This design comes from an exercise in tuning for small area, a short achievable clock period and few clock cycles on the open sky130 flow, not from production work.
Power figures rest on the tool's default switching activity, not on a simulated workload.

==> inputs of job 2701 <==
Design fullyconnect_4, start of the top module:
module fullyconnect_4(
	input logic 				  Clk, Reset, start,
	input logic signed [31:0] curdata,
	input logic signed [31:0] curweight,
	input logic signed [31:0] curbias,
	output logic 		 [13:0] data_addr,
	output logic 		 [13:0] weight_addr,
	output logic 		 [9:0]  bias_addr,
	output logic 		 [13:0] temp_addr,
	output logic signed[31:0] temp_data,
	output logic     			  temp_wren,
	output logic 				  ready
);
	logic        running;    
	logic [5:0]  step;       
	logic [5:0]  neuron;     
	logic [11:0] waddr;      
	logic        go, step_last, layer_last;
	assign data_addr   = {8'd0, step};
	assign weight_addr = {2'd0, waddr};
	assign bias_addr   = {4'd0, neuron};
	assign go = running | start;
	assign step_last  = (step == 6'd59);
	assign layer_last = step_last & (neuron == 6'd47);
	always_ff @(posedge Clk) begin
		if (Reset) begin
			running <= 1'b0;
			step    <= 6'd0;
			neuron  <= 6'd0;
			waddr   <= 12'd0;
		end else if (go) begin
			if (layer_last) begin
				running <= 1'b0;
				step    <= 6'd0;
				neuron  <= 6'd0;
				waddr   <= 12'd0;
			end else begin
				running <= 1'b1;
				step    <= step_last ? 6'd0 : step + 6'd1;
				neuron  <= neuron + {5'd0, step_last};
				waddr   <= waddr + 12'd1;
			end
		end
	end
	logic v0, f0, l0, e0, v1, f1, l1, e1, wr, rdy, wr2, rdy2;
	always_ff @(posedge Clk) begin
		if (Reset) begin
			v0   <= 1'b0;
			v1   <= 1'b0;
			wr   <= 1'b0;
			rdy  <= 1'b0;
			wr2  <= 1'b0;
			rdy2 <= 1'b0;
		end else begin
			v0   <= go;
			v1   <= v0;
			wr   <= v1 & l1;
			rdy  <= v1 & l1 & e1;
			wr2  <= wr;
			rdy2 <= rdy;
		end
		f0 <= (step == 6'd0);
		l0 <= step_last;
		e0 <= layer_last;
		f1 <= f0;
		l1 <= l0;
		e1 <= e0;
	end
	logic [31:0] d;
	logic [15:0] e_one, e_two, e_neg;
	logic [32:0] wx;
  ...
Settings: LEC_CHECK=0, CAP_MARGIN=20, CORE_MARGIN=2, CORE_UTILIZATION=40, PLACE_DENSITY=0.6, SLEW_MARGIN=20; clock period 10.0 ns.
run.sh (not shown) runs the stock make flow with config.mk's settings and CLKGATE_MAP_FILE= SYNTH_SCRIPT=/design/flow/synth_recipe.tcl, a recipe that flattens the netlist after the stock synthesis.
==> job 2242 (differences from job 2701) <==
==> flow/flow/run.sh (new file) <==
#!/bin/bash
# Layout flow: the standard ORFS flow (standard.sh) with two changes:
#  - synthesis runs the standard script with yosys's early generic ABC pass
#    skipped (synth -noabc), so that extract_fa sees the adders as written;
#  - timing repair (floorplan, CTS, global route) aims for SETUP_MARGIN ns of
#    setup slack beyond the design's clock period.
# Every tool's output stays in ORFS's logs under orfs/logs; make's output is
# in standard.log.
set -euo pipefail
SETUP_MARGIN=6.5
NOABC=1
SYN=$PWD/synth_recipe.tcl
if [[ $NOABC == 1 ]]; then
  sed 's/yosys synth -nofsm -noshare /yosys synth -nofsm -noshare -noabc /' synth_recipe.tcl > synth_recipe_noabc.tcl
  grep -q -- '-noabc' synth_recipe_noabc.tcl
  SYN=$PWD/synth_recipe_noabc.tcl
fi
bash standard.sh SYNTH_SCRIPT=$SYN SETUP_SLACK_MARGIN=$SETUP_MARGIN finish > standard.log 2>&1
==> flow/standard.sh (new file) <==
#!/bin/bash
# synth_recipe.tcl (not shown) runs the flow's synth.tcl, then flattens the netlist and writes it again
# the make line also repeats each setting of config.mk as NAME=value (left out here)
make -C /OpenROAD-flow-scripts/flow DESIGN_CONFIG=/design/flow/config.mk WORK_HOME=/design/flow/orfs CLKGATE_MAP_FILE= SYNTH_SCRIPT=/design/flow/synth_recipe.tcl "${@:-finish}"
removed: flow/run.sh
==> notes.md <==
- Power: job 2701 is larger than job 2242 (2.4%).
- In job 2701 the clock skew is higher than in job 2242, by 13 ps.
- In job 2242 the clock power is lower than in job 2701, by about 4%.
- Against job 2701, the via count of job 2242 is smaller by about 4.5%.
- Of job 2242 and job 2701, job 2701 has the higher critical path depth (gap 6).
==> figures <==
Non-clock buffering overhead in the final layout: job 2701 0.0504; job 2242 0.0575
Metal3 WL: job 2701 11200 µm; job 2242 10400 µm
Met1 layer wirelength in the final routing: job 2701 42600 µm; job 2242 40300 µm
Crit path kind: job 2701 reg -> reg; job 2242 reg -> out
Run status: job 2701 no timing/DRC/antenna violations; job 2242 no timing/DRC/antenna violations
Number of design-rule violations left by the first detailed-router iteration: job 2701 2502; job 2242 2333
Horizontal die dimension: job 2701 294 µm; job 2242 288 µm
Reg-to-Reg Start: job 2701 e_neg[11]; job 2242 e_neg[4]
CP Data Arrival Time: job 2701 4360 ps; job 2242 1440 ps
Distinct cells, synth: job 2701 70; job 2242 65
Part of the power in the clock network: job 2701 0.164; job 2242 0.161
No functional check of the RTL was part of any run of this note.

==> 11-04: inputs <==
Starting RTL as in the previous note.
==> flow/config.mk <==
export PLATFORM = sky130hd
export DESIGN_NAME = fullyconnect_4
export DESIGN_NICKNAME = fullyconnect_4
export VERILOG_FILES = /design/flow/design.v
export SDC_FILE = /design/flow/constraint.sdc
export NUM_CORES = 4
export LEC_CHECK = 0
export CAP_MARGIN = 20
export CORE_MARGIN = 2
export CORE_UTILIZATION = 40
export PLACE_DENSITY = 0.6
export SLEW_MARGIN = 20
==> flow/constraint.sdc <==
create_clock -name core_clock -period 10.0 [get_ports {Clk}]
set_input_delay 2.0000 -clock core_clock [delete_from_list [all_inputs] [get_ports {Clk}]]
set_output_delay 2.0000 -clock core_clock [all_outputs]
set_load 0.01 [all_outputs]
standard.sh (not shown) runs the stock make flow with config.mk's settings and CLKGATE_MAP_FILE= SYNTH_SCRIPT=/design/flow/synth_recipe.tcl, a recipe that flattens the netlist after the stock synthesis.
==> flow/flow/run.sh <==
#!/bin/bash
# Layout flow: the standard ORFS flow (standard.sh) with two changes:
#  - synthesis runs the standard script with yosys's early generic ABC pass
#    skipped (synth -noabc), so that extract_fa sees the adders as written;
#  - timing repair (floorplan, CTS, global route) aims for SETUP_MARGIN ns of
#    setup slack beyond the design's clock period.
# Every tool's output stays in ORFS's logs under orfs/logs; make's output is
# in standard.log.
set -euo pipefail
SETUP_MARGIN=0
NOABC=1
SYN=$PWD/synth_recipe.tcl
if [[ $NOABC == 1 ]]; then
  sed 's/yosys synth -nofsm -noshare /yosys synth -nofsm -noshare -noabc /' synth_recipe.tcl > synth_recipe_noabc.tcl
  grep -q -- '-noabc' synth_recipe_noabc.tcl
  SYN=$PWD/synth_recipe_noabc.tcl
fi
bash standard.sh SYNTH_SCRIPT=$SYN SETUP_SLACK_MARGIN=$SETUP_MARGIN finish > standard.log 2>&1
==> 03-15 (differences from 11-04) <==
--- a/flow/design.v
+++ b/flow/design.v
@@ -2585,17 +2585,17 @@
 	logic        running;    
 	logic [5:0]  step;       
 	logic [5:0]  neuron;     
 	logic [11:0] waddr;      
 	logic        go, step_last, layer_last;
 	assign data_addr   = {8'd0, step};
 	assign weight_addr = {2'd0, waddr};
 	assign bias_addr   = {4'd0, neuron};
-	assign go = running | start;
+	assign go = running;
 	assign step_last  = (step == 6'd59);
 	assign layer_last = step_last & (neuron == 6'd47);
 	always_ff @(posedge Clk) begin
 		if (Reset) begin
 			running <= 1'b0;
 			step    <= 6'd0;
 			neuron  <= 6'd0;
 			waddr   <= 12'd0;
@@ -2606,16 +2606,18 @@
 				neuron  <= 6'd0;
 				waddr   <= 12'd0;
 			end else begin
 				running <= 1'b1;
 				step    <= step_last ? 6'd0 : step + 6'd1;
 				neuron  <= neuron + {5'd0, step_last};
 				waddr   <= waddr + 12'd1;
 			end
+		end else if (start) begin
+			running <= 1'b1;
 		end
 	end
 	logic v0, f0, l0, e0, v1, f1, l1, e1, wr, rdy, wr2, rdy2;
 	always_ff @(posedge Clk) begin
 		if (Reset) begin
 			v0   <= 1'b0;
 			v1   <= 1'b0;
 			wr   <= 1'b0;
==> flow/flow/run.sh (replaced) <==
#!/bin/bash
# Layout flow: the standard ORFS flow (standard.sh) with two changes:
#  - synthesis runs the standard script with yosys's early generic ABC pass
#    skipped (synth -noabc), so that extract_fa sees the adders as written;
#  - timing repair (floorplan, CTS, global route) aims for SETUP_MARGIN ns of
#    setup slack beyond the design's clock period.
# Every tool's output stays in ORFS's logs under orfs/logs; make's output is
# in standard.log.
set -euo pipefail
SETUP_MARGIN=7.0
NOABC=1
SYN=$PWD/synth_recipe.tcl
if [[ $NOABC == 1 ]]; then
  sed 's/yosys synth -nofsm -noshare /yosys synth -nofsm -noshare -noabc /' synth_recipe.tcl > synth_recipe_noabc.tcl
  grep -q -- '-noabc' synth_recipe_noabc.tcl
  SYN=$PWD/synth_recipe_noabc.tcl
fi
bash standard.sh SYNTH_SCRIPT=$SYN SETUP_SLACK_MARGIN=$SETUP_MARGIN finish > standard.log 2>&1
==> out/results.ini <==
[layout]
num-fill-cells = 6626
nonClkBufAreaFrac_pct = 15.6
num-nonclk-buffers = 458
syn_to_final_growth_pct = 32.2
drive_above_1_share_pct = 30.5

[sta]
fin_ws_ns = 6.89

[logic_synthesis]
synth_top_area_share_pct = 29.6
ys_top_cells_by_area = fa_1, dfxtp_1, xnor2_1

[drt]
vias = 26500
wl_um = 133000

[cts]
cts_buffers = 50
cts_setup_buffers = 123

[power]
clkPwrFrac_pct = 15.9
comb_power_mw = 8.12

[worst_hold_path]
min_from = l0

[outcome]
status = finished clean

The numbers above come from 03-15.

==> out/results.ini <==
[outcome]
status = finished clean

[cts]
cts_buffers = 48
cts_setup_buffers = 0

[layout]
drive_above_1_share_pct = 8.39
num-nonclk-buffers = 226
syn_to_final_growth_pct = 12.0

[logic_synthesis]
synth_top_area_share_pct = 29.7
ys_top_cells_by_area = fa_1, dfxtp_1, xnor2_1

[sta]
fin_ws_ns = 6.24

[power]
clkPwrFrac_pct = 15.4

[worst_hold_path]
min_from = f0

[drt]
vias = 23200
wl_um = 100000

The numbers above come from 11-04.

No functional check of the RTL was part of any run of this note.

==> static timing again, ports no longer ideal <==
The results above use ideal ports. As a check the final layouts listed here were re-extracted and re-timed, cells and wires unchanged. Step 1 (the two cells are an assumption about what drives the block):
set clk [get_ports {Clk}]
set_driving_cell -lib_cell sky130_fd_sc_hd__clkbuf_16 $clk
set_driving_cell -lib_cell sky130_fd_sc_hd__buf_2 [delete_from_list [all_inputs] $clk]
Step 2, shift: input delay + t, output delay - t, t = (earliest + latest rising clock arrival at the registers) / 2. This alone moves slack from input paths to output paths. Slacks: ideal / step 1 / step 2; pairs: ideal / step 1.
| run | t, ns | setup slack, ns | clock arrival spread, ns |
|---|---|---|---|
| job 2701 | 0.679 | 6.119 / 6.119 / 6.119 | 0.036 / 0.035 |
| job 2242 | 0.663 | 6.560 / 6.491 / 6.272 | 0.021 / 0.021 |
| 11-04 | 0.672 | 6.239 / 6.239 / 6.239 | 0.053 / 0.053 |
| 03-15 | 0.678 | 6.895 / 6.848 / 6.582 | 0.039 / 0.039 |
After both steps setup and hold are still met in every run listed. The setup slack of 03-15, which loses most, moves by -0.047 ns with the drivers and by -0.313 ns with both steps.
